Context: an optimization exercise on an open-source flow, tuned for small area. The choices shown serve that exercise and are no tape-out recipe. At most, simulation tests tie the RTL to the original design; equivalence was not proved. Function not checked in runs 2 and 3: the RTL went through the layout flow alone. Power figures rest on the tool's default switching activity, not on a simulated workload.

### config.mk
export PLATFORM = sky130hd
export DESIGN_NAME = Clock
export DESIGN_NICKNAME = Clock
export VERILOG_FILES = /design/flow/design.v
export SDC_FILE = /design/flow/constraint.sdc
export NUM_CORES = 4
export LEC_CHECK = 0
export CAP_MARGIN = 20
export CORE_MARGIN = 2
export CORE_UTILIZATION = 40
export SLEW_MARGIN = 20
### constraint.sdc
create_clock -name core_clock -period 10.0 [get_ports {CLK}]
set_input_delay 2.0000 -clock core_clock [delete_from_list [all_inputs] [get_ports {CLK}]]
set_output_delay 2.0000 -clock core_clock [all_outputs]
set_load 0.01 [all_outputs]
### design.v
`timescale 1ns / 1ps
module Adjust(CLK, RST, ButtonMode, ButtonDigit, ButtonValue, Editing, Digit, IncrementDigit);
	input CLK, RST;
	input ButtonMode; 
	input ButtonDigit;
	input ButtonValue;
	output reg Editing;
	output[2:0] Digit;
	output wire IncrementDigit;
	wire ButtonModePressed, ButtonDigitPressed;
	reg[1:0] Sel;
	ButtonHandler B1(.CLK(CLK), .Button(ButtonMode), .Pulse(ButtonModePressed));
	ButtonHandler B2(.CLK(CLK), .Button(ButtonDigit), .Pulse(ButtonDigitPressed));
	ButtonHandler B3(.CLK(CLK), .Button(ButtonValue), .Pulse(IncrementDigit));
	assign Digit = {Sel[1], Sel[0] & ~Sel[1], ~Sel[0]};
	always @ (posedge CLK or posedge RST) begin
		if(RST) begin
			Editing <= 1'b0;
			Sel <= 2'b00;
		end else begin
			if(ButtonModePressed) begin
				Editing <= ~Editing;
				Sel <= 2'b00;
			end
			if(ButtonDigitPressed) begin
				Sel <= {Sel[0] & ~Sel[1], ~Sel[1]};
			end
		end
	end
endmodule
module ButtonHandler(CLK, Button, Pulse);
	input CLK;
	input Button;
	output Pulse;
	reg[9:0] Run;
	assign Pulse = ~Run[9] & ~Run[8] & Run[6] & Run[5] & Run[4] & Run[3] & ~Run[0];
	always @ (posedge CLK) begin
		if(~Button) begin
			Run <= 10'd0;
		end else if(Pulse) begin
			Run <= 10'h3FF;
		end else begin
			Run <= {Run[8:0], ~(Run[9] ^ Run[2])};
		end
	end
endmodule
`timescale 1ns/1ps
module SecondTick(CLK, RST, Pulse, Tick);
	input CLK;
	input RST;
	output Pulse;
	output Tick;
	reg [6:0] A;
	reg [8:0] B;
	wire EndA = (A[5:0] == 6'b000100);
	wire EndB = ~B[7] & (B[5:0] == 6'b111000);
	assign Pulse = EndA;
	assign Tick = EndA & EndB;
	always @ (posedge CLK or posedge RST) begin
		if(RST) begin
			A <= 7'd64;
			B <= 9'd56;
		end else begin
			A <= {A[5:3], A[2] & ~EndA, A[1:0], A[6] ^ A[0]};
			B <= {B[7:0], (B[8] ^ B[3]) ^ EndB};
		end
	end
endmodule
`timescale 1ns/1ps
module SecondsMinutesDigits(CLK, RST, InTick, EditEnable, Increment, OutTick, MSD, LSD);
	input CLK;
	input RST;
	input InTick;
	input EditEnable;
	input Increment;
	output reg OutTick;
	output reg[2:0] MSD;
	output reg[3:0] LSD;
	wire Inc = InTick | (EditEnable & Increment);
	always @ (posedge CLK) begin
		if(Inc) begin
			if(LSD == 4'd9 && MSD == 3'd5)
				OutTick <= 1'b1;
		end else begin
			OutTick <= 1'b0;
		end
	end
	always @ (posedge CLK or posedge RST) begin
		if(RST) begin
			MSD <= 3'd0;
			LSD <= 4'd0;
		end else if(Inc) begin
			if(LSD == 4'd9) begin
				LSD <= 4'd0;
				MSD <= (MSD == 3'd5) ? 3'd0 : MSD + 1'b1;
			end else begin
				LSD <= LSD + 1'b1;
			end
		end
	end
endmodule
`timescale 1ns/1ps
module HoursDigits(CLK, RST, InTick, EditEnable, Increment, MSD, LSD);
	input CLK;
	input RST;
	input InTick;
	input EditEnable;
	input Increment;
	output reg[1:0] MSD;
	output reg[3:0] LSD;
	always @ (posedge CLK or posedge RST) begin
		if(RST) begin
			MSD <= 2'd0;
			LSD <= 4'd0;
		end else if(InTick || (EditEnable && Increment)) begin
			if(MSD == 2'd2 && LSD == 4'd3) begin
				MSD <= 2'd0;
				LSD <= 4'd0;
			end else if(LSD == 4'd9) begin
				LSD <= 4'd0;
				MSD <= MSD + 1'b1;
			end else begin
				LSD <= LSD + 1'b1;
			end
		end
	end
endmodule
`timescale 1ns/1ps
module SevenSegmentDriver(CLK, RST, Pulse, HourMSD, HourLSD, MinMSD, MinLSD, SecMSD, SecLSD, DigitEnable, DigitValue);
	input CLK;
	input RST;
	input Pulse;
	input[1:0] HourMSD;
	input[2:0] MinMSD, SecMSD;
	input[3:0] HourLSD, MinLSD, SecLSD;
	output[5:0] DigitEnable;
	output[6:0] DigitValue;
	reg[2:0] C;
	always @ (posedge CLK or posedge RST) begin
		if(RST) begin
			C <= 3'b000;
		end else if(Pulse) begin
			C <= {C[1:0], ~C[2]};
		end
	end
	assign DigitEnable[0] = ~C[2] & ~C[0];
	assign DigitEnable[1] =  C[0] & ~C[1];
	assign DigitEnable[2] =  C[1] & ~C[2];
	assign DigitEnable[3] =  C[2] &  C[0];
	assign DigitEnable[4] =  C[1] & ~C[0];
	assign DigitEnable[5] =  C[2] & ~C[1];
	wire[3:0] BCDValue =
		({4{DigitEnable[0]}} & SecLSD) |
		({4{DigitEnable[1]}} & {1'b0, SecMSD}) |
		({4{DigitEnable[2]}} & MinLSD) |
		({4{DigitEnable[3]}} & {1'b0, MinMSD}) |
		({4{DigitEnable[4]}} & HourLSD) |
		({4{DigitEnable[5]}} & {2'b00, HourMSD});
	SevenSegmentROM S1(.Address(BCDValue), .Data(DigitValue));
endmodule
module SevenSegmentROM(Address, Data);
	input[3:0] Address;
	output reg [6:0] Data;
	always @ (Address) begin
		case(Address)
			4'b0000: Data = 7'b0000001;
			4'b0001: Data = 7'b1001111;
			4'b0010: Data = 7'b0010010;
			4'b0011: Data = 7'b0000110;
			4'b0100: Data = 7'b1001100;
			4'b0101: Data = 7'b0100100;
			4'b0110: Data = 7'b0100000;
			4'b0111: Data = 7'b0001111;
			4'b1000: Data = 7'b0000000;
			4'b1001: Data = 7'b0000100;
			default: Data = 7'bxxxxxxx;
		endcase
	end
endmodule
`timescale 1ns/1ps
module Clock(CLK, RST, ButtonMode, ButtonDigit, ButtonValue, DigitEnable, DigitValue);
	input CLK;
	input RST;
	input ButtonMode, ButtonDigit, ButtonValue;
	output[5:0] DigitEnable;
	output[6:0] DigitValue;
	wire ScanPulse;
	wire SecondTick;
	wire MinuteTick;
	wire HourTick;
	wire[3:0] SecLSD, MinLSD, HourLSD;
	wire[2:0] SecMSD, MinMSD;
	wire[1:0] HourMSD;
	wire[2:0] ActiveDigit;
	wire IncrementDigit;
	wire GlobalPause;
	SecondTick T1(	.CLK(CLK),
					.RST(RST),
					.Pulse(ScanPulse),
					.Tick(SecondTick));
	Adjust A1(	.CLK(CLK),
				.RST(RST),
				.ButtonMode(ButtonMode),
				.ButtonDigit(ButtonDigit),
				.ButtonValue(ButtonValue),
				.Editing(GlobalPause),
				.Digit(ActiveDigit),
				.IncrementDigit(IncrementDigit));
	SecondsMinutesDigits S1(	.CLK(CLK),
								.RST(RST),
								.InTick(SecondTick & ~GlobalPause),
								.EditEnable(ActiveDigit[0] & GlobalPause),
								.Increment(IncrementDigit),
								.OutTick(MinuteTick),
								.MSD(SecMSD),
								.LSD(SecLSD));
	SecondsMinutesDigits S2(	.CLK(CLK),
								.RST(RST),
								.InTick(MinuteTick & ~GlobalPause),
								.EditEnable(ActiveDigit[1] & GlobalPause),
								.Increment(IncrementDigit),
								.OutTick(HourTick),
								.MSD(MinMSD),
								.LSD(MinLSD));
	HoursDigits H1(	.CLK(CLK),
					.RST(RST),
					.InTick(HourTick & ~GlobalPause),
					.EditEnable(ActiveDigit[2] & GlobalPause),
					.Increment(IncrementDigit),
					.MSD(HourMSD),
					.LSD(HourLSD));
	SevenSegmentDriver S3(	.CLK(CLK),
							.RST(RST),
							.Pulse(ScanPulse),
							.HourMSD(HourMSD),
							.HourLSD(HourLSD),
							.MinMSD(MinMSD),
							.MinLSD(MinLSD),
							.SecMSD(SecMSD),
							.SecLSD(SecLSD),
							.DigitEnable(DigitEnable),
							.DigitValue(DigitValue));
endmodule
### run.sh
#!/bin/bash
# synth_recipe.tcl (not shown) runs the flow's synth.tcl, then flattens the netlist and writes it again
# the make line also repeats each setting of config.mk as NAME=value (left out here)
make -C /OpenROAD-flow-scripts/flow DESIGN_CONFIG=/design/flow/config.mk WORK_HOME=/design/flow/orfs CLKGATE_MAP_FILE= SYNTH_SCRIPT=/design/flow/synth_recipe.tcl finish
==> flow_summary.ini, run 1 <==
[synthesis]
synth-simple-area-share = 0.189
synth_xor_area_frac = 0.0460
synth_adder_area_share = 0.0123
syn_inst = 277
yosysUniqueCellTypes = 53
ys_seq_elements = 74
ys_seq_area_frac = 0.557
synth_edf_count = 0
synthFlopType = dfrtp_1
synth_compound_area_frac = 0.145
netlist_area_sq_mm = 0.00305
syn-num-nets = 285
ys_warn_count = 7
synthMuxAreaShare = 0.0255
postSynthAreaPerCell_sq_um = 11.0
async_flop_share = 0.568
synth_top_family_by_area = simple AND/OR/NAND/NOR gates

[critical_path]
cp-start-kind = flip-flop
rrSetupSlack_ns = 8.24
critical_path_arrival_ns = 2.95
cp_max_fo = 11
cp.required_ns = 8.00
criticalPathCategory = flip-flop to output port
worstSetupEndpointType = output port

[timing]
worstMarginPinSlew_ns = 0.723
finalHoldViolations = 0
clock_skew_ns = 0.0121
max_freq_mhz = 202
maxSlewHeadroom = 0.514
fin_crit_ns = 4.95
layout_setup_ws_ns = 5.05
tns_ns = 0
drv_slew = 0
period_share = 0.495
finalSetupViolCount = 0
rsz0062_at_grt = no

[status]
outcome = no timing/DRC/antenna violations

[power_and_ir_drop]
ir_drop_mv = 0.0760
power_density_mw_per_mm2 = 150
p_leak_nw = 1.49
finalPower_mw = 0.525

[drt]
vias_per_cell = 4.93
routed_wl_um = 5260
initialDrtViolationCount = 81
first_pass_iters = 4
ant_nets = 0
drc = 0
vias = 1985
wl_per_cell_um = 13.0

[grt]
track_usage = 0.140
grt_antenna_before_repair = 0
grt_max_degree = 43
grt_pass1_wl_um = 9230
grt_pass1_vias = 1913
gr-total-overflow = 0

[die]
core-area_sq_mm = 0.00733
rows = 31
die_x_um = 91.3
die_h_um = 91.3
ios = 18
dieArea_sq_mm = 0.00833
initial_core_util = 0.416

[placed_design]
post-dp-hpwl_um = 3580
dp_cells = 387
portBuffers = 17
gp_congestion = 0.754
pre_cts_ws_ns = 5.42

[clock_tree]
ctsRootBufferMaster = clkbuf_8
insertion_delay_ns = 0.34
cts_tree = yes
postCtsSetupRepairBufs = 0
cts_hold_buffers = 0
htree_levels = 3
cts_inserted_buffers = 9
post_cts_resized = 0
cts.sinks = 74
ctsLongestPathBuffers = 2
clkTransAtPathRegs_ns = 0.08

[run]
max_cap_violations = 0

[min_path]
hp-class = flip-flop to flip-flop

[cells_and_area]
fin_nets = 307
area_growth_syn_to_layout_pct = 14.8
drive_above_1_share = 0.102
layout.cells.non_filler = 403
fin_util = 0.477
n_antenna_cell = 0
-- worst max-delay path, cell delays in order, from the launching register on --
cell	delay [ns]
dfrtp_1	0.48
and2_1	0.23
a22o_1	0.22
or3_1	0.37
ha_1	0.32
or2_2	0.29
a21oi_1	0.14
clkdlybuf4s50_1	0.55
-- placed cells by master (no fill, tap or decap), types with 4 or more instances in the layout --
| master | n |
|---|---|
| dfstp_2 | 4 |
| a22o_1 | 4 |
| o21ai_0 | 9 |
| inv_1 | 13 |
| clkdlybuf4s50_1 | 17 |
| a21oi_1 | 8 |
| and2_1 | 16 |
| dfrtp_1 | 38 |
| nor2_1 | 17 |
| nand2_1 | 18 |
| clkbuf_8 | 9 |
| nor2b_1 | 14 |
| dfxtp_1 | 32 |
| xnor2_1 | 13 |
| nor3_1 | 6 |
| o21a_1 | 18 |
-- cells by family after synthesis --
kind of cell / Yosys count
xor+xnor: 16
fa+ha+maj: 3
flops: 74
buf+inv: 20
mux: 7
compound gates: 59
simple gates: 98
-- Yosys cell counts, drive strengths merged, types with 4 or more instances --
cell type	count	area, sq um
nand2	18	67.6
nor2b	14	87.6
nor3	7	46.3
a21oi	8	40.0
and2	16	100
a31oi	4	31.3
o21a	18	135
buf	4	20.0
dfrtp	38	951
dfxtp	32	641
inv	13	48.8
mux2	6	67.6
nor2	17	63.8
a22o	4	35.0
dfstp	4	105
xnor2	13	114
o21ai	10	50.0
-- power breakdown --
group | internal, mW | switching [mW] | leakage [nW]
Clock | 0.105 | 0.109 | 0.0958
Combinational | 0.00386 | 0.00554 | 0.561
Sequential | 0.300 | 0.00137 | 0.833
Total | 0.409 | 0.116 | 1.49
-- sequential cells by signal (all words and copies together), names as in the netlist --
signal      count
A1.B1.Run      10
A1.B2.Run      10
A1.B3.Run      10
T1.B            9
T1.A            7
H1.LSD          4
S1.LSD          4
S2.LSD          4
S1.MSD          3
S2.MSD          3
S3.C            3
A1.Sel          2
H1.MSD          2
A1.Editing      1
S1.OutTick      1
S2.OutTick      1
-- metal layers --
layer,global-route usage,routed length (um),vias to the layer above
met4,0.0568,61,0
met1,0.201,2790,938
met3,0.0398,159,8
li1,-,-,1011
met2,0.196,2250,28
met5,0,0,-
-- area by class of cell --
| class | count | area, sq um |
|---|---|---|
| inverter | 13 | 48.8 |
| timing repair buffer | 18 | 178 |
| multi-input combinational | 183 | 1270 |
| tap | 99 | 124 |
| fill | 690 | 3830 |
| sequential | 74 | 1700 |
| clock buffer | 12 | 156 |
| clock inverter | 4 | 25.0 |
-- final timing paths --
check	startpoint	end	cells past startpoint
min in group asynchronous	RST	T1.B[1]	3
min	T1.B[6]	T1.B[7]	0
max reg2reg	T1.A[0]	S1.LSD[1]	4
max	S3.C[2]	DigitValue[3]	7
min reg2reg	T1.B[6]	T1.B[7]	0
max in group asynchronous	RST	T1.A[6]	3
-- through the flow --
step / hold WS [ns] / instance area, sq um
floorplan: 0.331 / 3050
global placement: 0.337 / 3320
detailed placement: 0.343 / 3320
CTS: 0.362 / 3500
global route: 0.369 / 3500
finish: 0.362 / 3500
==> run 2, diff against run 1 <==
--- a/design.v
+++ b/design.v
@@ -34,13 +34,10 @@
 	output Pulse;
 	reg[9:0] Run;
-	assign Pulse = ~Run[9] & ~Run[8] & Run[6] & Run[5] & Run[4] & Run[3] & ~Run[0];
+	wire[9:0] S = Run ^ 10'd682;
+	assign Pulse = (S & 10'd255) == 10'd127;
+	wire[9:0] N = ~Button ? 10'd726 :
+		({S[8:0], ~(S[9] ^ S[2])} | ({10{Pulse}} & 10'd257));
 	always @ (posedge CLK) begin
-		if(~Button) begin
-			Run <= 10'd0;
-		end else if(Pulse) begin
-			Run <= 10'h3FF;
-		end else begin
-			Run <= {Run[8:0], ~(Run[9] ^ Run[2])};
-		end
+		Run <= N ^ 10'd682;
 	end
 endmodule
@@ -53,15 +50,15 @@
 	reg [6:0] A;
 	reg [8:0] B;
-	wire EndA = (A[5:0] == 6'b000100);
-	wire EndB = ~B[7] & (B[5:0] == 6'b111000);
+	wire EndA = (A & 7'd61) == (7'd64 & 7'd61);
+	wire EndB = (B & 9'd415) == (9'd28 & 9'd415);
 	assign Pulse = EndA;
 	assign Tick = EndA & EndB;
 	always @ (posedge CLK or posedge RST) begin
 		if(RST) begin
-			A <= 7'd64;
-			B <= 9'd56;
-		end else begin
-			A <= {A[5:3], A[2] & ~EndA, A[1:0], A[6] ^ A[0]};
-			B <= {B[7:0], (B[8] ^ B[3]) ^ EndB};
+			A <= 7'd72;
+			B <= 9'd28;
+		end else begin
+			A <= {A[5:0], A[6] ^ A[5]} ^ ({7{EndA}} & 7'd16);
+			B <= {B[7:0], B[8] ^ B[4]} ^ ({9{EndB}} & 9'd1);
 		end
 	end
@@ -78,11 +75,8 @@
 	output reg[3:0] LSD;
 	wire Inc = InTick | (EditEnable & Increment);
+	wire Carry = Inc & LSD[0] & LSD[3];
+	wire Roll = Carry & MSD[0] & MSD[2];
 	always @ (posedge CLK) begin
-		if(Inc) begin
-			if(LSD == 4'd9 && MSD == 3'd5)
-				OutTick <= 1'b1;
-		end else begin
-			OutTick <= 1'b0;
-		end
+		OutTick <= Inc & (Roll | OutTick);
 	end
 	always @ (posedge CLK or posedge RST) begin
@@ -90,11 +84,12 @@
 			MSD <= 3'd0;
 			LSD <= 4'd0;
-		end else if(Inc) begin
-			if(LSD == 4'd9) begin
-				LSD <= 4'd0;
-				MSD <= (MSD == 3'd5) ? 3'd0 : MSD + 1'b1;
-			end else begin
-				LSD <= LSD + 1'b1;
-			end
+		end else begin
+			LSD[0] <= LSD[0] ^ Inc;
+			LSD[1] <= LSD[1] ^ (Inc & LSD[0] & ~LSD[3]);
+			LSD[2] <= LSD[2] ^ (Inc & LSD[0] & LSD[1]);
+			LSD[3] <= LSD[3] ^ (Inc & LSD[0] & (LSD[3] | (LSD[1] & LSD[2])));
+			MSD[0] <= MSD[0] ^ Carry;
+			MSD[1] <= MSD[1] ^ (Carry & MSD[0] & ~MSD[2]);
+			MSD[2] <= MSD[2] ^ (Carry & MSD[0] & (MSD[1] | MSD[2]));
 		end
 	end
@@ -109,18 +104,17 @@
 	output reg[1:0] MSD;
 	output reg[3:0] LSD;
+	wire Inc = InTick | (EditEnable & Increment);
+	wire Carry = Inc & LSD[0] & LSD[3];
 	always @ (posedge CLK or posedge RST) begin
 		if(RST) begin
 			MSD <= 2'd0;
 			LSD <= 4'd0;
-		end else if(InTick || (EditEnable && Increment)) begin
-			if(MSD == 2'd2 && LSD == 4'd3) begin
-				MSD <= 2'd0;
-				LSD <= 4'd0;
-			end else if(LSD == 4'd9) begin
-				LSD <= 4'd0;
-				MSD <= MSD + 1'b1;
-			end else begin
-				LSD <= LSD + 1'b1;
-			end
+		end else begin
+			LSD[0] <= LSD[0] ^ Inc;
+			LSD[1] <= LSD[1] ^ (Inc & LSD[0] & ~LSD[3]);
+			LSD[2] <= LSD[2] ^ (Inc & LSD[0] & LSD[1] & ~MSD[1]);
+			LSD[3] <= LSD[3] ^ (Inc & LSD[0] & (LSD[3] | (LSD[1] & LSD[2])));
+			MSD[0] <= MSD[0] ^ Carry;
+			MSD[1] <= MSD[1] ? ~(Inc & LSD[0] & LSD[1]) : (Carry & MSD[0]);
 		end
 	end
@@ -161,20 +155,13 @@
 module SevenSegmentROM(Address, Data);
 	input[3:0] Address;
-	output reg [6:0] Data;
-	always @ (Address) begin
-		case(Address)
-			4'b0000: Data = 7'b0000001;
-			4'b0001: Data = 7'b1001111;
-			4'b0010: Data = 7'b0010010;
-			4'b0011: Data = 7'b0000110;
-			4'b0100: Data = 7'b1001100;
-			4'b0101: Data = 7'b0100100;
-			4'b0110: Data = 7'b0100000;
-			4'b0111: Data = 7'b0001111;
-			4'b1000: Data = 7'b0000000;
-			4'b1001: Data = 7'b0000100;
-			default: Data = 7'bxxxxxxx;
-		endcase
-	end
+	output[6:0] Data;
+	wire[3:0] a = Address;
+  assign Data[6] = ~((a[3]) | (a[2]&a[0]) | (~a[2]&~a[0]) | (a[1]));
+  assign Data[5] = ~((~a[2]) | (a[1]&a[0]) | (~a[1]&~a[0]));
+  assign Data[4] = ~((a[2]) | (a[0]) | (~a[1]));
+  assign Data[3] = ~((a[3]) | (~a[2]&a[1]) | (~a[2]&~a[0]) | (a[2]&~a[1]&a[0]) | (a[1]&~a[0]));
+  assign Data[2] = ~((~a[2]&~a[0]) | (a[1]&~a[0]));
+  assign Data[1] = ~((a[3]) | (a[2]&~a[0]) | (a[2]&~a[1]) | (~a[1]&~a[0]));
+  assign Data[0] = ~((a[3]) | (~a[2]&a[1]) | (a[1]&~a[0]) | (a[2]&~a[1]));
 endmodule
 `timescale 1ns/1ps
--- a/config.mk
+++ b/config.mk
@@ -8,4 +8,7 @@
 export CAP_MARGIN = 20
 export CORE_MARGIN = 2
-export CORE_UTILIZATION = 40
+export CORE_UTILIZATION = 65
+export CTS_BUF_LIST = sky130_fd_sc_hd__clkbuf_4
+export CTS_CLUSTER_DIAMETER = 60
+export CTS_CLUSTER_SIZE = 30
 export SLEW_MARGIN = 20
==> flow_summary.ini, run 2 <==
[critical_path]
cp.required_ns = 8.00
worstSetupEndpointType = output port
critical_path_arrival_ns = 2.70
cp-start-kind = flip-flop
criticalPathCategory = flip-flop to output port
cpPeakStageDelay_ns = 0.62
r2r_cells = 9
cp_slowest_cell = dfrtp_1
cp_max_fo = 9
crit_path_cell_trace = inv_4, a221oi_2, o21ai_2, or4b_1, o21ai_1, clkdlybuf4s50_1

[die]
die_h_um = 69.9
initial_core_util = 0.691
core-area_sq_mm = 0.00409
rows = 23
dieArea_sq_mm = 0.00489
die_x_um = 69.9
ios = 18

[timing]
period_share = 0.470
worstMarginPinSlew_ns = 0.490
drv_slew = 0
finalSetupViolCount = 0
max_freq_mhz = 213
rsz0062_at_grt = no
finalHoldViolations = 0
fin_crit_ns = 4.70
maxSlewHeadroom = 0.670
clock_skew_ns = 0.0131
tns_ns = 0

[cells_and_area]
drive_above_1_share = 0.136
area_growth_syn_to_layout_pct = 11.7
n_fill_cell = 278
fin_nets = 278
top_regs = A1.B1.Run (10), A1.B2.Run (10), A1.B3.Run (10)
n_antenna_cell = 0
layout_common_cells = dfrtp_1, dfxtp_1, nand2_1, clkdlybuf4s50_1, nor2b_1
multiInputGateArea_sq_mm = 0.00104
final_common_cell = dfrtp_1
register_area_sq_mm = 0.00170
layout.cells.non_filler = 322

[grt]
grt_antenna_before_repair = 0
grt_pass1_wl_um = 7620
track_usage = 0.204
grt_max_degree = 43
gr-total-overflow = 0
grt_pass1_vias = 1689

[drt]
ant_nets = 0
first_pass_iters = 4
vias = 1755
vias_per_cell = 5.45
routed_wl_um = 4450
wl_per_cell_um = 13.8
drc = 0
initialDrtViolationCount = 130

[synthesis]
synthMuxAreaShare = 0.0106
synth_xor_area_frac = 0.0527
yosysUniqueCellTypes = 52
synth-simple-area-share = 0.183
synth_compound_area_frac = 0.0966
synth_area_leaders = dfrtp_1, dfxtp_1, dfstp_2
synth_adder_area_share = 0.0266
synthFlopType = dfrtp_1
ys_seq_elements = 74
netlist_area_sq_mm = 0.00282
ys_top_cells_by_count = dfrtp_1, dfxtp_1, nand2_1
synth.most_common_cell = dfrtp_1
syn_inst = 245
syn-num-nets = 256
async_flop_share = 0.568
ys_warn_count = 6
yosysTopAreaCell = dfrtp_1
ys_seq_area_frac = 0.601
synth_top_family_by_area = simple AND/OR/NAND/NOR gates
yosysTopAreaCellShare = 0.328
postSynthAreaPerCell_sq_um = 11.5
synth_edf_count = 0

[power_and_ir_drop]
ir_drop_mv = 0.125
power_density_mw_per_mm2 = 160
p_leak_nw = 1.36

[clock_tree]
cts_hold_buffers = 0
ctsLongestPathBuffers = 2
post_cts_resized = 0
postCtsSetupRepairBufs = 0
insertion_delay_ns = 0.40
cts_inserted_buffers = 9
cts.sinks = 74
ctsRootBufferMaster = clkbuf_4
clkTransAtPathRegs_ns = 0.12
htree_levels = 3
cts_tree = yes

[placed_design]
gp_congestion = 0.848
portBuffers = 17
post-dp-hpwl_um = 3250
dp_cells = 306

[min_path]
whs_path_depth = 0
hp-class = flip-flop to flip-flop

[run]
max_cap_violations = 0

[status]
outcome = no timing/DRC/antenna violations
==> run 2: report_power, final <==
group          total [mW]  leakage, nW  internal (mW)  switching (mW)
clock network       0.177       0.0769         0.0815          0.0957
logic              0.0153        0.483        0.00704         0.00827
registers           0.313        0.796          0.307         0.00616
==> run 2: per-layer routing <==
metal  part of all wire  up-vias  track usage  routed length (um)
met2               0.48       46        0.316                2110
met5                  0        -            0                   0
met4              0.013        0       0.0919                  58
met3              0.063        8       0.0866                 281
li1                   -      868            -                   -
met1               0.45      833        0.247                2000
==> run 2: final cells by class <==
type | instances | share of cell area
sequential | 74 | 0.538
multi-input combinational | 155 | 0.331
timing repair buffer | 18 | 0.0563
clock buffer | 11 | 0.0262
tap | 50 | 0.0198
clock inverter | 5 | 0.0167
inverter | 9 | 0.0115
==> run 2: path summary, 6_finish.rpt <==
check	from	endpoint	slack, ns
worst max-delay path	S3.C[2]	DigitValue[3]	5.30
worst min-delay path	T1.B[2]	T1.B[3]	0.36
worst max register to register	T1.A[0]	S1.MSD[2]	7.45
worst min register to register	T1.B[2]	T1.B[3]	0.36
max in group asynchronous	RST	T1.B[2]	7.61
min in group asynchronous	RST	T1.B[8]	2.02
==> run 2: critical path, delay by kind of cell (launching register included) <==
family / cells / cell delay, ns
simple gates: 1 / 0.53
compound gates: 3 / 0.53
flops: 1 / 0.62
buf+inv: 2 / 0.62
==> run 2: per-stage QoR <==
step	util	cell area (sq um)	setup slack, ns	hold slack, ns	power, mW
3_3_place_gp	0.739	3020	5.79	0.333	0.334
3_5_place_dp	0.739	3020	5.76	0.338	0.335
6_report	0.772	3150	5.30	0.364	0.506
4_1_cts	0.772	3150	5.28	0.366	0.510
5_1_grt	0.772	3150	5.11	0.373	0.524
2_1_floorplan	-	2820	6.39	0.331	0.329
==> run 2: kinds of logic (layout without fill, tap and decap cells) <==
| logic type | count (synthesis) | after routing |
|---|---|---|
| XOR/XNOR | 17 | 17 |
| AND/OR/NAND/NOR | 93 | 93 |
| AO/OA/AOI/OAI | 36 | 36 |
| adder cells (fa/ha/maj) | 6 | 6 |
| buffers and inverters | 16 | 43 |
| flip-flops | 74 | 74 |
| multiplexers | 3 | 3 |
==> run 3, diff against run 2 <==
--- a/config.mk
+++ b/config.mk
@@ -8,7 +8,4 @@
 export CAP_MARGIN = 20
 export CORE_MARGIN = 2
-export CORE_UTILIZATION = 65
-export CTS_BUF_LIST = sky130_fd_sc_hd__clkbuf_4
-export CTS_CLUSTER_DIAMETER = 60
-export CTS_CLUSTER_SIZE = 30
+export CORE_UTILIZATION = 40
 export SLEW_MARGIN = 20
==> flow_summary.ini, run 3 <==
[cells_and_area]
n_fill_cell = 644
final_common_cell = dfrtp_1
fin_nets = 278
n_antenna_cell = 0
drive_above_1_share = 0.143
layout_common_cells = dfrtp_1, dfxtp_1, nand2_1, clkdlybuf4s50_1, nor2b_1
top_regs = A1.B1.Run (10), A1.B2.Run (10), A1.B3.Run (10)
area_growth_syn_to_layout_pct = 16.1

[synthesis]
ys_seq_elements = 74
yosysUniqueCellTypes = 52
ys_top_cells_by_count = dfrtp_1, dfxtp_1, nand2_1
synth_edf_count = 0
async_flop_share = 0.568
netlist_area_sq_mm = 0.00282
yosysTopAreaCellShare = 0.328
syn-num-nets = 256
synth.most_common_cell = dfrtp_1
postSynthAreaPerCell_sq_um = 11.5
syn_inst = 245
ys_seq_area_frac = 0.601
synthFlopType = dfrtp_1
synth_area_leaders = dfrtp_1, dfxtp_1, dfstp_2
ys_warn_count = 6
yosysTopAreaCell = dfrtp_1

[timing]
maxSlewHeadroom = 0.660
finalHoldViolations = 0
drv_slew = 0
finalSetupViolCount = 0
layout_setup_ws_ns = 5.36
holdWs_ns = 0.351
fin_crit_ns = 4.64
tns_ns = 0
rsz0062_at_grt = no
period_share = 0.464
max_freq_mhz = 216
clock_skew_ns = 0.00966
worstMarginPinSlew_ns = 0.505

[placed_design]
post-dp-hpwl_um = 3150
portBuffers = 17
pre_cts_ws_ns = 5.72
gp_congestion = 0.850

[power_and_ir_drop]
p_comb_frac = 0.027
seqPwrFrac = 0.561
power_density_mw_per_mm2 = 170
finalPower_mw = 0.558
clockPowerShare = 0.412
p_int_mw = 0.436
ir_drop_mv = 0.107
p_switching_mw = 0.121
switching_share = 0.218
p_leak_nw = 1.38

[drt]
routed_wl_um = 4490
vias = 1679
wl_met1_um = 2300
routed.top_layer = met4
vias_per_cell = 4.56
initialDrtViolationCount = 78
wl_per_cell_um = 12.2
ant_nets = 0
route.met2.wl_um = 1910
met3WireLength_um = 181
drc = 0
first_pass_iters = 4

[critical_path]
cp_max_fo = 9
r2r_cells = 9
cp-start-kind = flip-flop
worstSetupEndpointType = output port
startpoint = S3.C[2]
rrSetupSlack_ns = 7.62
worstSetupEndpoint = DigitValue[3]
critical_path_arrival_ns = 2.64
criticalPathCategory = flip-flop to output port
cp.required_ns = 8.00
reg2reg_from = T1.A[0]
reg2reg_to = S1.MSD[1]

[clock_tree]
cts_hold_buffers = 0
ctsLongestPathBuffers = 2
post_cts_resized = 0
cts_tree = yes
htree_levels = 3
ctsRootBufferMaster = clkbuf_8
insertion_delay_ns = 0.34
postCtsSetupRepairBufs = 0
clkTransAtPathRegs_ns = 0.07
cts_inserted_buffers = 9
cts.sinks = 74

[grt]
grt_pass1_wl_um = 7760
grt_max_degree = 43
grt_antenna_before_repair = 0
gr-total-overflow = 0
track_usage = 0.133
grt_pass1_vias = 1666

[status]
outcome = no timing/DRC/antenna violations

[die]
dieArea_sq_mm = 0.00775
die_x_um = 88.0
ios = 18
rows = 30
core-area_sq_mm = 0.00683
die_h_um = 88.0
initial_core_util = 0.413

[run]
max_cap_violations = 0

[min_path]
hp-class = flip-flop to flip-flop
[run 3: worst min path at each step]
stage / slack [ns] / from / end / cells past startpoint
global route: 0.35 / T1.B[6] / T1.B[7] / 0
global placement: 0.33 / T1.B[6] / T1.B[7] / 0
CTS: 0.35 / T1.B[6] / T1.B[7] / 0
floorplan: 0.33 / T1.A[1] / T1.A[2] / 0
detailed placement: 0.34 / T1.B[6] / T1.B[7] / 0
finish: 0.35 / T1.B[6] / T1.B[7] / 0
[run 3: cells by family after synthesis]
group | Yosys count | synth area share
and+or+nand+nor | 93 | 0.183
DFF | 74 | 0.601
AOI/OAI and AO/OA | 36 | 0.0966
xor gates and xnor gates | 17 | 0.0527
buffers and inverters | 16 | 0.0292
adders and majority gates | 6 | 0.0266
muxes | 3 | 0.0106
[run 3: per-stage QoR]
| stage | instance area, sq um | utilization | std cells |
|---|---|---|---|
| 2_1_floorplan | 2820 | - | 245 |
| 3_3_place_gp | 3080 | 0.450 | 352 |
| 3_5_place_dp | 3080 | 0.450 | 352 |
| 4_1_cts | 3280 | 0.480 | 368 |
| 5_1_grt | 3280 | 0.480 | 368 |
| 6_report | 3280 | 0.480 | 368 |
[run 3: cell type report]
cell class                 instances  area [sq um]  area share
sequential                        74          1700       0.518
multi-input combinational        155          1040       0.318
tap                               96           120      0.0366
clock buffer                      10           138      0.0420
inverter                           9          36.3      0.0111
clock inverter                     6          65.1      0.0198
timing repair buffer              18           178      0.0542
[run 3: power groups by stage]
stage	combinational, mW	sequential, mW	clock, mW
after floorplan	0.0116	0.317	0
after global placement	0.0150	0.319	0
after detailed placement	0.0155	0.319	0
after CTS	0.0155	0.313	0.237
after global routing	0.0178	0.314	0.251
final	0.0151	0.313	0.230
[run 3: worst max-delay path: stages (launching register included)]
cell             delay, ns
dfrtp_1               0.59
inv_4                 0.08
a221oi_2              0.28
o21ai_2               0.18
or4b_1                0.54
o21ai_1               0.09
clkdlybuf4s50_1       0.54
[run 3: routing by layer]
metal | global-route usage | up-vias
met1 | 0.173 | 776
met2 | 0.195 | 26
met3 | 0.0603 | 8
met5 | 0 | -
li1 | - | 869
met4 | 0.0523 | 0
==> run 4, diff against run 3 <==
--- a/design.v
+++ b/design.v
@@ -157,11 +157,11 @@
 	output[6:0] Data;
 	wire[3:0] a = Address;
-  assign Data[6] = ~((a[3]) | (a[2]&a[0]) | (~a[2]&~a[0]) | (a[1]));
-  assign Data[5] = ~((~a[2]) | (a[1]&a[0]) | (~a[1]&~a[0]));
-  assign Data[4] = ~((a[2]) | (a[0]) | (~a[1]));
-  assign Data[3] = ~((a[3]) | (~a[2]&a[1]) | (~a[2]&~a[0]) | (a[2]&~a[1]&a[0]) | (a[1]&~a[0]));
-  assign Data[2] = ~((~a[2]&~a[0]) | (a[1]&~a[0]));
-  assign Data[1] = ~((a[3]) | (a[2]&~a[0]) | (a[2]&~a[1]) | (~a[1]&~a[0]));
-  assign Data[0] = ~((a[3]) | (~a[2]&a[1]) | (a[1]&~a[0]) | (a[2]&~a[1]));
+  assign Data[6] = ((a[2]&~a[1]&~a[0]) | (~a[3]&~a[2]&~a[1]&a[0]));
+  assign Data[5] = ((a[2]&~a[1]&a[0]) | (a[2]&a[1]&~a[0]));
+  assign Data[4] = ((~a[2]&a[1]&~a[0]));
+  assign Data[3] = ((a[2]&~a[1]&~a[0]) | (a[2]&a[1]&a[0]) | (~a[3]&~a[2]&~a[1]&a[0]));
+  assign Data[2] = ((a[0]) | (a[2]&~a[1]));
+  assign Data[1] = ((~a[2]&a[1]) | (a[1]&a[0]) | (~a[3]&~a[2]&a[0]));
+  assign Data[0] = ((a[2]&a[1]&a[0]) | (~a[3]&~a[2]&~a[1]));
 endmodule
 `timescale 1ns/1ps
--- a/config.mk
+++ b/config.mk
@@ -8,4 +8,7 @@
 export CAP_MARGIN = 20
 export CORE_MARGIN = 2
-export CORE_UTILIZATION = 40
+export CORE_UTILIZATION = 65
+export CTS_BUF_LIST = sky130_fd_sc_hd__clkbuf_4
+export CTS_CLUSTER_DIAMETER = 60
+export CTS_CLUSTER_SIZE = 30
 export SLEW_MARGIN = 20
==> flow_summary.ini, run 4 <==
[timing]
rsz0062_at_grt = no
finalHoldViolations = 0
maxSlewHeadroom = 0.646
drv_slew = 0
finalSetupViolCount = 0
period_share = 0.457
worstMarginPinSlew_ns = 0.528
max_freq_mhz = 219
fin_crit_ns = 4.57
tns_ns = 0
holdWs_ns = 0.370
clock_skew_ns = 0.0115

[grt]
grt_antenna_before_repair = 0
grt_pass1_vias = 1705
grt_max_degree = 43
met2_usage = 0.326
gr-total-overflow = 0
use_met3 = 0.0625
track_usage = 0.207
grt_use_met1 = 0.254
grt_pass1_wl_um = 7710
grt_busiest_layer = met2

[critical_path]
worstSetupEndpointType = output port
reg2reg_from = T1.A[0]
criticalPathCategory = flip-flop to output port
reg2reg_to = S1.MSD[2]
cp_max_fo = 10
critical_path_arrival_ns = 2.57
rrSetupSlack_ns = 7.54
cp.required_ns = 8.00
cp-start-kind = flip-flop
r2r_cells = 9

[cells_and_area]
layout_common_cells = dfrtp_1, nand2_1, dfxtp_1, clkdlybuf4s50_1, nand2b_1
fin_nets = 277
top_regs = A1.B1.Run (10), A1.B2.Run (10), A1.B3.Run (10)
area_growth_syn_to_layout_pct = 12.4
final_common_cell = dfrtp_1
n_antenna_cell = 0
drive_above_1_share = 0.122

[clock_tree]
cts_tree = yes
cts_hold_buffers = 0
clkTransAtPathRegs_ns = 0.11
insertion_delay_ns = 0.40
postCtsSetupRepairBufs = 0
htree_levels = 3
ctsRootBufferMaster = clkbuf_4
post_cts_resized = 0
cts.sinks = 74
ctsLongestPathBuffers = 2
cts_inserted_buffers = 9

[drt]
initialDrtViolationCount = 104
ant_nets = 0
first_pass_iters = 4
drc = 0
vias = 1748
routed_wl_um = 4490
vias_per_cell = 5.45
wl_per_cell_um = 14.0

[synthesis]
netlist_area_sq_mm = 0.00278
postSynthAreaPerCell_sq_um = 11.4
synth_compound_area_frac = 0.0919
synth_top_family_by_area = simple AND/OR/NAND/NOR gates
synthMuxAreaShare = 0.0144
async_flop_share = 0.568
yosysTopAreaCellShare = 0.333
synth_area_leaders = dfrtp_1, dfxtp_1, dfstp_2
synth_xor_area_frac = 0.0473
yosysTopAreaCell = dfrtp_1
synth-simple-area-share = 0.183
synth.most_common_cell = dfrtp_1
yosysUniqueCellTypes = 43
ys_seq_area_frac = 0.612
synthFlopType = dfrtp_1
ys_seq_elements = 74
synth_adder_area_share = 0.0270
ys_top_cells_by_count = dfrtp_1, nand2_1, dfxtp_1
syn_inst = 243
syn-num-nets = 254
ys_warn_count = 6
synth_edf_count = 0

[min_path]
hold_end = T1.A[2]
whs_path_depth = 0
hp-class = flip-flop to flip-flop
hold_start = T1.A[1]

[power_and_ir_drop]
power_density_mw_per_mm2 = 162
p_leak_nw = 1.38
ir_drop_mv = 0.116

[placed_design]
portBuffers = 17
post-dp-hpwl_um = 3240
gp_congestion = 0.776

[die]
ios = 18
initial_core_util = 0.684
core-area_sq_mm = 0.00406
die_h_um = 69.4
dieArea_sq_mm = 0.00481
rows = 23
die_x_um = 69.4

[run]
max_cap_violations = 0

[status]
outcome = no timing/DRC/antenna violations
## run 4: metal layers
layer  routed length [um]  share of wire  vias up
li1                     -              -      864
met2                 2230           0.50       41
met4                  115          0.026        0
met5                    0              0        -
met3                  203          0.045       14
met1                 1940           0.43      829
## run 4: cell families (layout without fill, tap and decap cells)
kind of cell             after synthesis  count (layout)
adder cells (fa/ha/maj)                6               6
multiplexers                           4               4
buffers and inverters                 16              44
XOR/XNOR                              15              15
AND/OR/NAND/NOR                       93              93
AO/OA/AOI/OAI                         35              35
flip-flops                            74              74
## run 4: per-stage QoR
stage | cell area, sq um | cells | total power [mW] | utilization | setup slack, ns
after global routing | 3120 | 321 | 0.526 | 0.769 | 5.27
final | 3120 | 321 | 0.505 | 0.769 | 5.43
after floorplan | 2780 | 243 | 0.329 | - | 6.44
after global placement | 2990 | 305 | 0.334 | 0.736 | 5.96
after CTS | 3120 | 321 | 0.512 | 0.769 | 5.44
after detailed placement | 2990 | 305 | 0.335 | 0.736 | 5.91
## run 4: cell type report
type                    count  area (sq um)
inverters                  10          37.5
clock buffers              11          82.6
fillers                   282           937
well taps                  50          62.6
clock inverters             5          52.6
multi-input cells         153          1010
flip-flops and latches     74          1700
repair buffers             18           178
## run 4: worst max-delay path, cell delays in order (launching register included)
cell	delay, ns
dfrtp_1	0.55
inv_2	0.09
a221o_1	0.36
a211oi_2	0.33
nand2_1	0.12
a31oi_1	0.17
clkdlybuf4s50_1	0.55
## run 4: worst max-delay path by stage
stage            start            end  slack [ns]  cells past startpoint
2_1_floorplan  S3.C[1]  DigitValue[1]        6.44                      6
3_3_place_gp   S3.C[1]  DigitValue[3]        5.96                      6
3_5_place_dp   S3.C[1]  DigitValue[3]        5.91                      6
4_1_cts        S3.C[1]  DigitValue[3]        5.44                      6
5_1_grt        S3.C[1]  DigitValue[3]        5.27                      6
6_report       S3.C[1]  DigitValue[3]        5.43                      6
## run 4: power by group
group / total (mW) / internal (mW) / switching [mW] / leakage, nW
logic: 0.0154 / 0.00704 / 0.00833 / 0.509
registers: 0.313 / 0.307 / 0.00591 / 0.796
clock network: 0.176 / 0.0815 / 0.0947 / 0.0769
==> run 5, diff against run 4 <==
==> flow/run.sh (new file) <==
#!/bin/bash
# Own layout flow: the standard flow (standard.sh, unchanged synthesis) with three
# layout settings changed:
#  - port buffers are buf_1 (the standard flow picks a larger delay buffer);
#  - clock tree without dummy load cells, built from clkbuf_4;
#  - power recovery after global routing (downsizes gates with slack to spare).
set -euo pipefail
bash standard.sh \
  "BUFFER_PORTS_ARGS=-buffer_cell sky130_fd_sc_hd__buf_1" \
  "CTS_ARGS=-sink_clustering_enable -repair_clock_nets -dont_use_dummy_load -buf_list sky130_fd_sc_hd__clkbuf_4 -sink_clustering_size 30 -sink_clustering_max_diameter 60" \
  "RECOVER_POWER=100" \
  finish > standard_flow.log 2>&1
==> standard.sh (new file) <==
#!/bin/bash
# synth_recipe.tcl (not shown) runs the flow's synth.tcl, then flattens the netlist and writes it again
# the make line also repeats each setting of config.mk as NAME=value (left out here)
make -C /OpenROAD-flow-scripts/flow DESIGN_CONFIG=/design/flow/config.mk WORK_HOME=/design/flow/orfs CLKGATE_MAP_FILE= SYNTH_SCRIPT=/design/flow/synth_recipe.tcl "${@:-finish}"
removed: run.sh
==> flow_summary.ini, run 5 <==
[synthesis]
async_flop_share = 0.568
ys_seq_area_frac = 0.612
netlist_area_sq_mm = 0.00278
synthFlopType = dfrtp_1
ys_seq_elements = 74
synth_area_leaders = dfrtp_1, dfxtp_1, dfstp_2
ys_top_cells_by_count = dfrtp_1, nand2_1, dfxtp_1
synth.most_common_cell = dfrtp_1
yosysTopAreaCell = dfrtp_1
yosysTopAreaCellShare = 0.333
yosysUniqueCellTypes = 43
ys_warn_count = 6
syn_inst = 243
syn-num-nets = 254
postSynthAreaPerCell_sq_um = 11.4
synth_edf_count = 0

[timing]
tns_ns = 0
layout_setup_ws_ns = 5.73
holdWs_ns = 0.353
clock_skew_ns = 0.0374
drv_slew = 43
fin_crit_ns = 4.27
max_freq_mhz = 234
finalSetupViolCount = 0
worstMarginPinSlew_ns = 2.15
rsz0062_at_grt = no
maxSlewHeadroom = -0.432
period_share = 0.427
finalHoldViolations = 0

[die]
core-area_sq_mm = 0.00406
die_h_um = 69.4
dieArea_sq_mm = 0.00481
initial_core_util = 0.684
rows = 23
die_x_um = 69.4
ios = 18

[drt]
wl_per_cell_um = 13.5
drc = 0
vias_per_cell = 5.41
initialDrtViolationCount = 105
routed_wl_um = 4250
first_pass_iters = 4
ant_nets = 0
vias = 1698

[cells_and_area]
drive_above_1_share = 0.0644
n_fill_cell = 302
area_growth_syn_to_layout_pct = 4.69
layout_common_cells = dfrtp_1, nand2_1, dfxtp_1, buf_1, nand2b_1
final_common_cell = dfrtp_1
fin_nets = 277
top_regs = A1.B1.Run (10), A1.B2.Run (10), A1.B3.Run (10)
n_antenna_cell = 0

[clock_tree]
post_cts_resized = 0
cts_tree = yes
ctsRootBufferMaster = clkbuf_4
clkTransAtPathRegs_ns = 0.10
cts_inserted_buffers = 9
insertion_delay_ns = 0.39
ctsLongestPathBuffers = 2
postCtsSetupRepairBufs = 0
cts.sinks = 74
cts_hold_buffers = 0
htree_levels = 3

[grt]
gr-total-overflow = 0
track_usage = 0.205
grt_pass1_wl_um = 7660
grt_max_degree = 43
grt_pass1_vias = 1736
grt_antenna_before_repair = 0

[critical_path]
cp.required_ns = 8.00
reg2reg_from = T1.A[0]
path_buf_inv = 2
cp_slowest_cell = o21ai_0
cpPeakStageDelay_ns = 0.68
worstSetupEndpointType = output port
criticalPathCategory = flip-flop to output port
crit_path_cell_trace = inv_1, a221oi_1, o21ai_0, o21ai_0, nand2_1, buf_1
cp_top_family = compound AO/OA/AOI/OAI gates
critical_path_arrival_ns = 2.27
cp_max_fo = 10
crit_top_cell = o21ai_0
startpoint = S3.C[1]
cp-start-kind = flip-flop

[status]
outcome = failed layout checks
so_faults = max-capacitance violations, max-slew violations

[placed_design]
gp_congestion = 0.800
pre_cts_ws_ns = 6.31
portBuffers = 17
post-dp-hpwl_um = 3040

[min_path]
hold_start = T1.B[3]
hp-class = flip-flop to flip-flop

[power_and_ir_drop]
ir_drop_mv = 0.123
p_leak_nw = 1.26
power_density_mw_per_mm2 = 155

[run]
max_cap_violations = 1
[run 5: cell counts after synthesis]
Identical to the previous run, type by type.
[run 5: cells by family after synthesis]
logic type	after synthesis	synth area share
mux	4	0.0144
flops	74	0.612
compound gates	35	0.0919
fa+ha+maj	6	0.0270
buf+inv	16	0.0248
xor+xnor	15	0.0473
simple gates	93	0.183
[run 5: power by group]
part / switching (mW) / internal [mW]
logic: 0.00786 / 0.00559
clock network: 0.0818 / 0.0419
registers: 0.00568 / 0.307
total: 0.0954 / 0.354
[run 5: per-layer routing]
metal  routed length [um]  GRT usage  up-vias
met3                  182     0.0872        6
li1                     -          -      854
met2                 1990      0.319       29
met5                    0          0        -
met1                 2020      0.254      809
met4                   48     0.0763        0
[run 5: area by class of cell]
class                      instances  area [sq um]  area share
sequential                        74          1700       0.584
multi-input combinational        153           973       0.335
inverter                          10          37.5      0.0129
clock buffer                       9          67.6      0.0232
timing repair buffer              18          67.6      0.0232
tap                               50          62.6      0.0215
[run 5: metrics by stage]
stage	instance area [sq um]	std cells	total power, mW	util
after detailed placement	2880	305	0.334	0.710
after CTS	2950	314	0.457	0.726
after global routing	2910	314	0.471	0.716
after global placement	2880	305	0.333	0.710
after floorplan	2780	243	0.329	-
final	2910	314	0.450	0.716
[run 5: worst paths after layout]
| path | endpoint | slack, ns | cells past startpoint |
|---|---|---|---|
| setup / recovery | DigitValue[1] | 5.73 | 6 |
| hold / removal | T1.B[4] | 0.35 | 0 |
| setup reg to reg | S1.MSD[1] | 7.22 | 9 |
| hold reg to reg | T1.B[4] | 0.35 | 0 |
| max in group asynchronous | S2.LSD[2] | 6.39 | 3 |
| min in group asynchronous | T1.B[5] | 2.35 | 3 |
==> run 6, diff against run 5 <==
==> flow/run.sh (replaced) <==
#!/bin/bash
# Own layout flow: the standard flow (standard.sh, unchanged synthesis) with two
# layout settings changed:
#  - port buffers are buf_1 (the standard flow picks a larger delay buffer);
#  - clock tree without dummy load cells, built from clkbuf_4;
set -euo pipefail
bash standard.sh \
  "BUFFER_PORTS_ARGS=-buffer_cell sky130_fd_sc_hd__buf_1" \
  "CTS_ARGS=-sink_clustering_enable -repair_clock_nets -dont_use_dummy_load -buf_list sky130_fd_sc_hd__clkbuf_4 -sink_clustering_size 30 -sink_clustering_max_diameter 60" \
  finish > standard_flow.log 2>&1
==> flow_summary.ini, run 6 <==
[status]
outcome = no timing/DRC/antenna violations

[timing]
drv_slew = 0
finalSetupViolCount = 0
finalHoldViolations = 0
holdWs_ns = 0.350
worstMarginPinSlew_ns = 0.549
period_share = 0.410
maxSlewHeadroom = 0.631
max_freq_mhz = 244
clock_skew_ns = 0.0377
fin_crit_ns = 4.10
layout_setup_ws_ns = 5.90
rsz0062_at_grt = no
tns_ns = 0

[grt]
grt_max_degree = 43
grt_pass1_wl_um = 7660
grt_pass1_vias = 1736
track_usage = 0.205
gr-total-overflow = 0
grt_antenna_before_repair = 0

[synthesis]
syn_inst = 243
syn-num-nets = 254
synth_edf_count = 0
synth.most_common_cell = dfrtp_1
synthFlopType = dfrtp_1
yosysTopAreaCell = dfrtp_1
ys_top_cells_by_count = dfrtp_1, nand2_1, dfxtp_1
async_flop_share = 0.568
yosysUniqueCellTypes = 43
ys_seq_area_frac = 0.612
netlist_area_sq_mm = 0.00278
postSynthAreaPerCell_sq_um = 11.4
ys_seq_elements = 74
synth_area_leaders = dfrtp_1, dfxtp_1, dfstp_2
ys_warn_count = 6
yosysTopAreaCellShare = 0.333

[clock_tree]
cts.sinks = 74
cts_inserted_buffers = 9
cts_hold_buffers = 0
insertion_delay_ns = 0.39
htree_levels = 3
clkTransAtPathRegs_ns = 0.10
ctsRootBufferMaster = clkbuf_4
ctsLongestPathBuffers = 2
post_cts_resized = 0
postCtsSetupRepairBufs = 0
cts_tree = yes

[cells_and_area]
register_area_sq_mm = 0.00170
final_common_cell = dfrtp_1
n_antenna_cell = 0
area_growth_syn_to_layout_pct = 6.13
layout_common_cells = dfrtp_1, nand2_1, dfxtp_1, buf_1, nand2b_1
multiInputGateArea_sq_mm = 0.00101
top_regs = A1.B1.Run (10), A1.B2.Run (10), A1.B3.Run (10)
drive_above_1_share = 0.106
stdcell_area_sq_mm = 0.00295
n_fill_cell = 293
layout.cells.non_filler = 314
fin_nets = 277

[min_path]
hp-class = flip-flop to flip-flop

[power_and_ir_drop]
p_leak_nw = 1.30
ir_drop_mv = 0.123
power_density_mw_per_mm2 = 153

[die]
die_x_um = 69.4
initial_core_util = 0.684
rows = 23
core-area_sq_mm = 0.00406
die_h_um = 69.4
dieArea_sq_mm = 0.00481
ios = 18

[critical_path]
rrSetupSlack_ns = 7.65
cp-start-kind = flip-flop
critical_path_arrival_ns = 2.10
cp.required_ns = 8.00
worstSetupEndpointType = output port
cp_max_fo = 10
criticalPathCategory = flip-flop to output port

[drt]
vias = 1682
drc = 0
ant_nets = 0
first_pass_iters = 6
routed_wl_um = 4250
wl_per_cell_um = 13.5
initialDrtViolationCount = 84
vias_per_cell = 5.36

[placed_design]
place_area_sq_mm = 0.00288
post-dp-hpwl_um = 3040
portBuffers = 17
gp_congestion = 0.800
pre_cts_ws_ns = 6.31
dp_cells = 305

[run]
max_cap_violations = 0
==> run 6: cell counts after synthesis <==
No cell type changed its count.
==> run 6: metrics by stage <==
stage	total power [mW]	util
after floorplan	0.329	-
after global placement	0.333	0.710
after detailed placement	0.334	0.710
after CTS	0.457	0.726
after global routing	0.472	0.726
final	0.450	0.726
==> run 6: logic make-up (layout without fill, tap and decap cells) <==
family,after synthesis,count (layout),synth area share
compound gates,35,35,0.0919
xor+xnor,15,15,0.0473
fa+ha+maj,6,6,0.0270
buf+inv,16,37,0.0248
flops,74,74,0.612
mux,4,4,0.0144
simple gates,93,93,0.183
==> run 6: critical path, stage by stage (launching register included) <==
cell and delay [ns]:
dfrtp_1 0.49, nor2b_2 0.23, a22o_1 0.27, or3_4 0.41
o21ai_1 0.14, nand2_1 0.07, buf_1 0.12
==> run 6: path summary, 6_finish.rpt <==
path,start,endpoint,cells past startpoint
setup / recovery,S3.C[1],DigitValue[1],6
hold reg to reg,T1.B[3],T1.B[4],0
hold / removal,T1.B[3],T1.B[4],0
max in group asynchronous,RST,T1.A[6],3
setup reg to reg,T1.A[0],S1.MSD[1],9
min in group asynchronous,RST,T1.B[5],3
==> run 6: layer usage <==
metal | global-route usage | up-vias | share of wire
met5 | 0 | - | 0
li1 | - | 856 | -
met2 | 0.319 | 28 | 0.48
met1 | 0.254 | 794 | 0.47
met3 | 0.0872 | 4 | 0.041
met4 | 0.0763 | 0 | 0.0089
==> run 6: area by class of cell <==
class,instances,area share
Inverter,10,0.0127
Multi-Input combinational cell,153,0.343
Timing Repair Buffer,18,0.0242
Clock buffer,9,0.0229
Tap cell,50,0.0212
Sequential cell,74,0.576
==> run 6: report_power, final <==
group | total, mW | switching (mW) | internal (mW)
clock network | 0.123 | 0.0812 | 0.0419
registers | 0.313 | 0.00586 | 0.307
logic | 0.0141 | 0.00811 | 0.00601
total | 0.450 | 0.0952 | 0.355
==> run 7, diff against run 6 <==
--- a/config.mk
+++ b/config.mk
@@ -8,7 +8,4 @@
 export CAP_MARGIN = 20
 export CORE_MARGIN = 2
-export CORE_UTILIZATION = 65
-export CTS_BUF_LIST = sky130_fd_sc_hd__clkbuf_4
-export CTS_CLUSTER_DIAMETER = 60
-export CTS_CLUSTER_SIZE = 30
+export CORE_UTILIZATION = 80
 export SLEW_MARGIN = 20
==> flow_summary.ini, run 7 <==
[timing]
finalSetupViolCount = 0
drv_slew = 0
period_share = 0.410
max_freq_mhz = 244
clock_skew_ns = 0.0383
worstMarginPinSlew_ns = 0.516
fin_crit_ns = 4.10
maxSlewHeadroom = 0.654
tns_ns = 0
finalHoldViolations = 0
rsz0062_at_grt = no

[clock_tree]
cts_tree = yes
ctsRootBufferMaster = clkbuf_4
cts_hold_buffers = 0
insertion_delay_ns = 0.42
htree_levels = 3
cts_inserted_buffers = 9
cts.sinks = 74
postCtsSetupRepairBufs = 0
ctsLongestPathBuffers = 2
clkTransAtPathRegs_ns = 0.10
post_cts_resized = 0

[critical_path]
critical_path_arrival_ns = 2.10
worstSetupEndpointType = output port
cp.required_ns = 8.00
cp_max_fo = 11
criticalPathCategory = flip-flop to output port
rrSetupSlack_ns = 7.64
cp-start-kind = flip-flop

[placed_design]
place_area_sq_mm = 0.00287
gp_congestion = 0.825
post-dp-hpwl_um = 3300
dp_cells = 301
portBuffers = 17

[drt]
routed_wl_um = 4590
wl_per_cell_um = 14.8
first_pass_iters = 4
drc = 0
initialDrtViolationCount = 123
vias_per_cell = 5.76
vias = 1785
ant_nets = 0

[synthesis]
synth_edf_count = 0
syn_inst = 243
synthFlopType = dfrtp_1
yosysTopAreaCellShare = 0.333
ys_warn_count = 6
ys_seq_elements = 74
syn-num-nets = 254
ys_seq_area_frac = 0.612
synth.most_common_cell = dfrtp_1
ys_top_cells_by_count = dfrtp_1, nand2_1, dfxtp_1
yosysUniqueCellTypes = 43
async_flop_share = 0.568
synth_area_leaders = dfrtp_1, dfxtp_1, dfstp_2
postSynthAreaPerCell_sq_um = 11.4
yosysTopAreaCell = dfrtp_1
netlist_area_sq_mm = 0.00278

[power_and_ir_drop]
p_leak_nw = 1.30
ir_drop_mv = 0.131
power_density_mw_per_mm2 = 154
finalPower_mw = 0.453

[die]
die_x_um = 62.9
dieArea_sq_mm = 0.00396
core-area_sq_mm = 0.00334
ios = 18
die_h_um = 62.9
initial_core_util = 0.832
rows = 21

[cells_and_area]
top_regs = A1.B1.Run (10), A1.B2.Run (10), A1.B3.Run (10)
final_common_cell = dfrtp_1
register_area_sq_mm = 0.00170
n_antenna_cell = 0
multiInputGateArea_sq_mm = 0.00101
n_fill_cell = 158
drive_above_1_share = 0.106
layout.cells.non_filler = 310
area_growth_syn_to_layout_pct = 5.95
fin_nets = 277
layout_common_cells = dfrtp_1, nand2_1, dfxtp_1, buf_1, nand2b_1
stdcell_area_sq_mm = 0.00294

[min_path]
hp-class = flip-flop to flip-flop

[grt]
track_usage = 0.275
grt_antenna_before_repair = 0
grt_max_degree = 43
grt_pass1_wl_um = 8240
gr-total-overflow = 0
grt_pass1_vias = 1827

[status]
outcome = no timing/DRC/antenna violations

[run]
max_cap_violations = 0
[run 7: final timing paths]
kind	start	end	depth (start not counted)
setup / recovery	S3.C[2]	DigitValue[5]	6
hold / removal	T1.B[5]	T1.B[6]	0
setup reg to reg	T1.A[0]	S1.MSD[1]	9
hold reg to reg	T1.B[5]	T1.B[6]	0
max in group asynchronous	RST	T1.A[6]	3
min in group asynchronous	RST	A1.Editing	3
[run 7: layer usage]
metal | global-route usage | routed length, um | vias up
li1 | - | - | 862
met1 | 0.333 | 2030 | 872
met2 | 0.444 | 2280 | 38
met3 | 0.124 | 203 | 13
met4 | 0.0806 | 78 | 0
met5 | 0 | 0 | -
[run 7: cells by family (layout without fill, tap and decap cells)]
kind of cell | Yosys count | after routing | synth area share
AOI/OAI and AO/OA | 35 | 35 | 0.0919
xor gates and xnor gates | 15 | 15 | 0.0473
adders and majority gates | 6 | 6 | 0.0270
buffers and inverters | 16 | 37 | 0.0248
DFF | 74 | 74 | 0.612
muxes | 4 | 4 | 0.0144
and+or+nand+nor | 93 | 93 | 0.183
[run 7: per-stage QoR]
step                      setup WS (ns)  utilization  hold slack [ns]
final                              5.90        0.882            0.361
after global routing               5.65        0.882            0.370
after CTS                          5.90        0.882            0.362
after detailed placement           6.32        0.861            0.339
after global placement             6.35        0.861            0.334
after floorplan                    6.44            -            0.331
[run 7: cell type report]
class | instances | share of cell area
multi-input combinational | 153 | 0.343
clock buffer | 9 | 0.0230
sequential | 74 | 0.577
inverter | 10 | 0.0128
timing repair buffer | 18 | 0.0242
tap | 46 | 0.0196
[run 7: where the power goes]
group	switching, mW	leakage (nW)	internal [mW]	total, mW
registers	0.00646	0.796	0.307	0.313
logic	0.00858	0.467	0.00602	0.0146
clock network	0.0826	0.0414	0.0418	0.124
[run 7: critical path, stage by stage (launching register included)]
cell and delay, ns:
dfrtp_1 0.55, inv_2 0.08, a221oi_1 0.33, o21ai_1 0.26, xnor2_1 0.22, and2_1 0.13
buf_1 0.15
==> run 8, diff against run 7 <==
--- a/flow/run.sh
+++ b/flow/run.sh
@@ -7,4 +7,4 @@
 bash standard.sh \
   "BUFFER_PORTS_ARGS=-buffer_cell sky130_fd_sc_hd__buf_1" \
-  "CTS_ARGS=-sink_clustering_enable -repair_clock_nets -dont_use_dummy_load -buf_list sky130_fd_sc_hd__clkbuf_4 -sink_clustering_size 30 -sink_clustering_max_diameter 60" \
+  "CTS_ARGS=-sink_clustering_enable -repair_clock_nets -dont_use_dummy_load -buf_list sky130_fd_sc_hd__clkbuf_8 -sink_clustering_size 40 -sink_clustering_max_diameter 100" \
   finish > standard_flow.log 2>&1
--- a/config.mk
+++ b/config.mk
@@ -8,4 +8,7 @@
 export CAP_MARGIN = 20
 export CORE_MARGIN = 2
-export CORE_UTILIZATION = 80
+export CORE_UTILIZATION = 65
+export CTS_BUF_LIST = sky130_fd_sc_hd__clkbuf_4
+export CTS_CLUSTER_DIAMETER = 60
+export CTS_CLUSTER_SIZE = 30
 export SLEW_MARGIN = 20
==> flow_summary.ini, run 8 <==
[status]
outcome = no timing/DRC/antenna violations

[synthesis]
yosysTopAreaCell = dfrtp_1
yosysUniqueCellTypes = 43
ys_seq_area_frac = 0.612
syn_inst = 243
synth_edf_count = 0
async_flop_share = 0.568
synthFlopType = dfrtp_1
synth.most_common_cell = dfrtp_1
ys_top_cells_by_count = dfrtp_1, nand2_1, dfxtp_1
netlist_area_sq_mm = 0.00278
yosysTopAreaCellShare = 0.333
postSynthAreaPerCell_sq_um = 11.4
ys_seq_elements = 74
ys_warn_count = 6
syn-num-nets = 254
synth_area_leaders = dfrtp_1, dfxtp_1, dfstp_2

[drt]
drc = 0
routed_wl_um = 4300
first_pass_iters = 4
initialDrtViolationCount = 55
wl_per_cell_um = 13.7
vias_per_cell = 5.38
ant_nets = 0
vias = 1690

[cells_and_area]
fin_nets = 277
drive_above_1_share = 0.106
layout_common_cells = dfrtp_1, nand2_1, dfxtp_1, buf_1, nand2b_1
area_growth_syn_to_layout_pct = 8.16
final_common_cell = dfrtp_1
layout.cells.non_filler = 314
n_antenna_cell = 0
stdcell_area_sq_mm = 0.00300
top_regs = A1.B1.Run (10), A1.B2.Run (10), A1.B3.Run (10)

[placed_design]
gp_congestion = 0.800
post-dp-hpwl_um = 3040
pre_cts_ws_ns = 6.31
dp_cells = 305
place_area_sq_mm = 0.00288
portBuffers = 17

[timing]
drv_slew = 0
finalHoldViolations = 0
clock_skew_ns = 0.0251
rsz0062_at_grt = no
worstMarginPinSlew_ns = 0.551
period_share = 0.404
maxSlewHeadroom = 0.630
finalSetupViolCount = 0
max_freq_mhz = 247
fin_crit_ns = 4.04
tns_ns = 0
layout_setup_ws_ns = 5.96

[grt]
grt_antenna_before_repair = 0
grt_pass1_vias = 1750
grt_max_degree = 43
gr-total-overflow = 0
grt_pass1_wl_um = 7690
track_usage = 0.205

[clock_tree]
htree_levels = 3
cts_inserted_buffers = 9
cts_tree = yes
ctsRootBufferMaster = clkbuf_8
postCtsSetupRepairBufs = 0
cts.sinks = 74
insertion_delay_ns = 0.33
ctsLongestPathBuffers = 2
cts_hold_buffers = 0
post_cts_resized = 0
clkTransAtPathRegs_ns = 0.07

[power_and_ir_drop]
power_density_mw_per_mm2 = 165
clockPowerShare = 0.338
p_int_mw = 0.393
p_switching_mw = 0.101
seqPwrFrac = 0.633
ir_drop_mv = 0.138
p_leak_nw = 1.33
p_comb_frac = 0.029
switching_share = 0.204
finalPower_mw = 0.494

[die]
die_x_um = 69.4
die_h_um = 69.4
initial_core_util = 0.684
dieArea_sq_mm = 0.00481
core-area_sq_mm = 0.00406
rows = 23
ios = 18

[min_path]
hold_start = T1.B[5]
hp-class = flip-flop to flip-flop

[critical_path]
worstSetupEndpoint = DigitValue[1]
worstSetupEndpointType = output port
cp.required_ns = 8.00
critical_path_arrival_ns = 2.04
cp-start-kind = flip-flop
rrSetupSlack_ns = 7.63
reg2reg_to = S1.MSD[1]
startpoint = S3.C[1]
cp_max_fo = 10
criticalPathCategory = flip-flop to output port
reg2reg_from = T1.A[0]
r2r_cells = 9

[run]
max_cap_violations = 0
[run 8: worst min path at each step]
stage / end / slack, ns / cells after the start
3_5_place_dp: T1.B[6] / 0.34 / 0
4_1_cts: T1.B[6] / 0.35 / 0
2_1_floorplan: T1.A[2] / 0.33 / 0
5_1_grt: T1.B[6] / 0.35 / 0
3_3_place_gp: T1.B[6] / 0.33 / 0
6_report: T1.B[6] / 0.35 / 0
[run 8: critical path, stage by stage (launching register included)]
cell and delay, ns:
dfrtp_1 0.48, nor2b_2 0.23, a22o_1 0.27, or3_4 0.41
o21ai_1 0.14, nand2_1 0.07, buf_1 0.12
[run 8: area by class of cell]
type                            instances  area [sq um]
Sequential cell                        74          1700
Fill cell                             286          1050
Multi-Input combinational cell        153          1010
Clock buffer                            9           124
Timing Repair Buffer                   18          71.3
Tap cell                               50          62.6
Inverter                               10          37.5
[run 8: cell families after synthesis]
family,after synthesis,synth area share
and+or+nand+nor,93,0.183
DFF,74,0.612
AOI/OAI and AO/OA,35,0.0919
buffers and inverters,16,0.0248
xor gates and xnor gates,15,0.0473
adders and majority gates,6,0.0270
muxes,4,0.0144
[run 8: metal layers]
metal | vias up | track usage | part of all wire
li1 | 854 | - | -
met1 | 803 | 0.248 | 0.46
met2 | 29 | 0.327 | 0.48
met3 | 4 | 0.0872 | 0.042
met4 | 0 | 0.0784 | 0.0095
met5 | - | 0 | 0
[run 8: stage by stage]
stage,util,hold slack (ns)
after detailed placement,0.710,0.336
final,0.740,0.350
after CTS,0.740,0.351
after global placement,0.710,0.332
after floorplan,-,0.331
after global routing,0.740,0.352
[run 8: power groups by stage]
stage | Combinational, mW | Clock, mW | Sequential (mW)
finish | 0.0141 | 0.167 | 0.313
global route | 0.0168 | 0.184 | 0.315
CTS | 0.0145 | 0.173 | 0.313
detailed placement | 0.0145 | 0 | 0.319
global placement | 0.0139 | 0 | 0.319
floorplan | 0.0116 | 0 | 0.318

-- afterwards: timing with drivers on the ports --
Ports are ideal in the flow. The routed layouts listed here were re-timed in OpenROAD.
Step 1 sets driving cells, clkbuf_16 on the clock port and buf_2 on the other inputs (assumed; they add their load-dependent delay and slew).
Step 2, shift: input delay + t, output delay - t, t = (earliest + latest rising clock arrival at the registers) / 2. This alone moves slack from input paths to output paths.
Three values: ideal, step 1, step 2; two values: the first two.
| run | shift t [ns] | setup WS [ns] | worst hold slack (ns) | clock arrival spread, ns |
|---|---|---|---|---|
| run 1 | 0.365 | 5.046 / 5.018 / 5.384 | 0.362 / 0.362 / 0.362 | 0.013 / 0.013 |
| run 2 | 0.420 | 5.296 / 5.272 / 5.692 | 0.364 / 0.364 / 0.364 | 0.014 / 0.014 |
| run 3 | 0.363 | 5.363 / 5.334 / 5.697 | 0.351 / 0.351 / 0.351 | 0.010 / 0.010 |
| run 4 | 0.420 | 5.433 / 5.409 / 5.830 | 0.370 / 0.370 / 0.370 | 0.012 / 0.011 |
| run 5 | 0.403 | 5.733 / 5.709 / 5.984 | 0.353 / 0.353 / 0.353 | 0.043 / 0.043 |
| run 6 | 0.400 | 5.897 / 5.872 / 6.272 | 0.350 / 0.350 / 0.350 | 0.043 / 0.043 |
| run 7 | 0.419 | 5.899 / 5.876 / 6.295 | 0.361 / 0.361 / 0.361 | 0.038 / 0.038 |
| run 8 | 0.348 | 5.956 / 5.930 / 6.278 | 0.350 / 0.350 / 0.350 | 0.026 / 0.026 |
The worst setup slack also covers recovery checks on asynchronous resets.
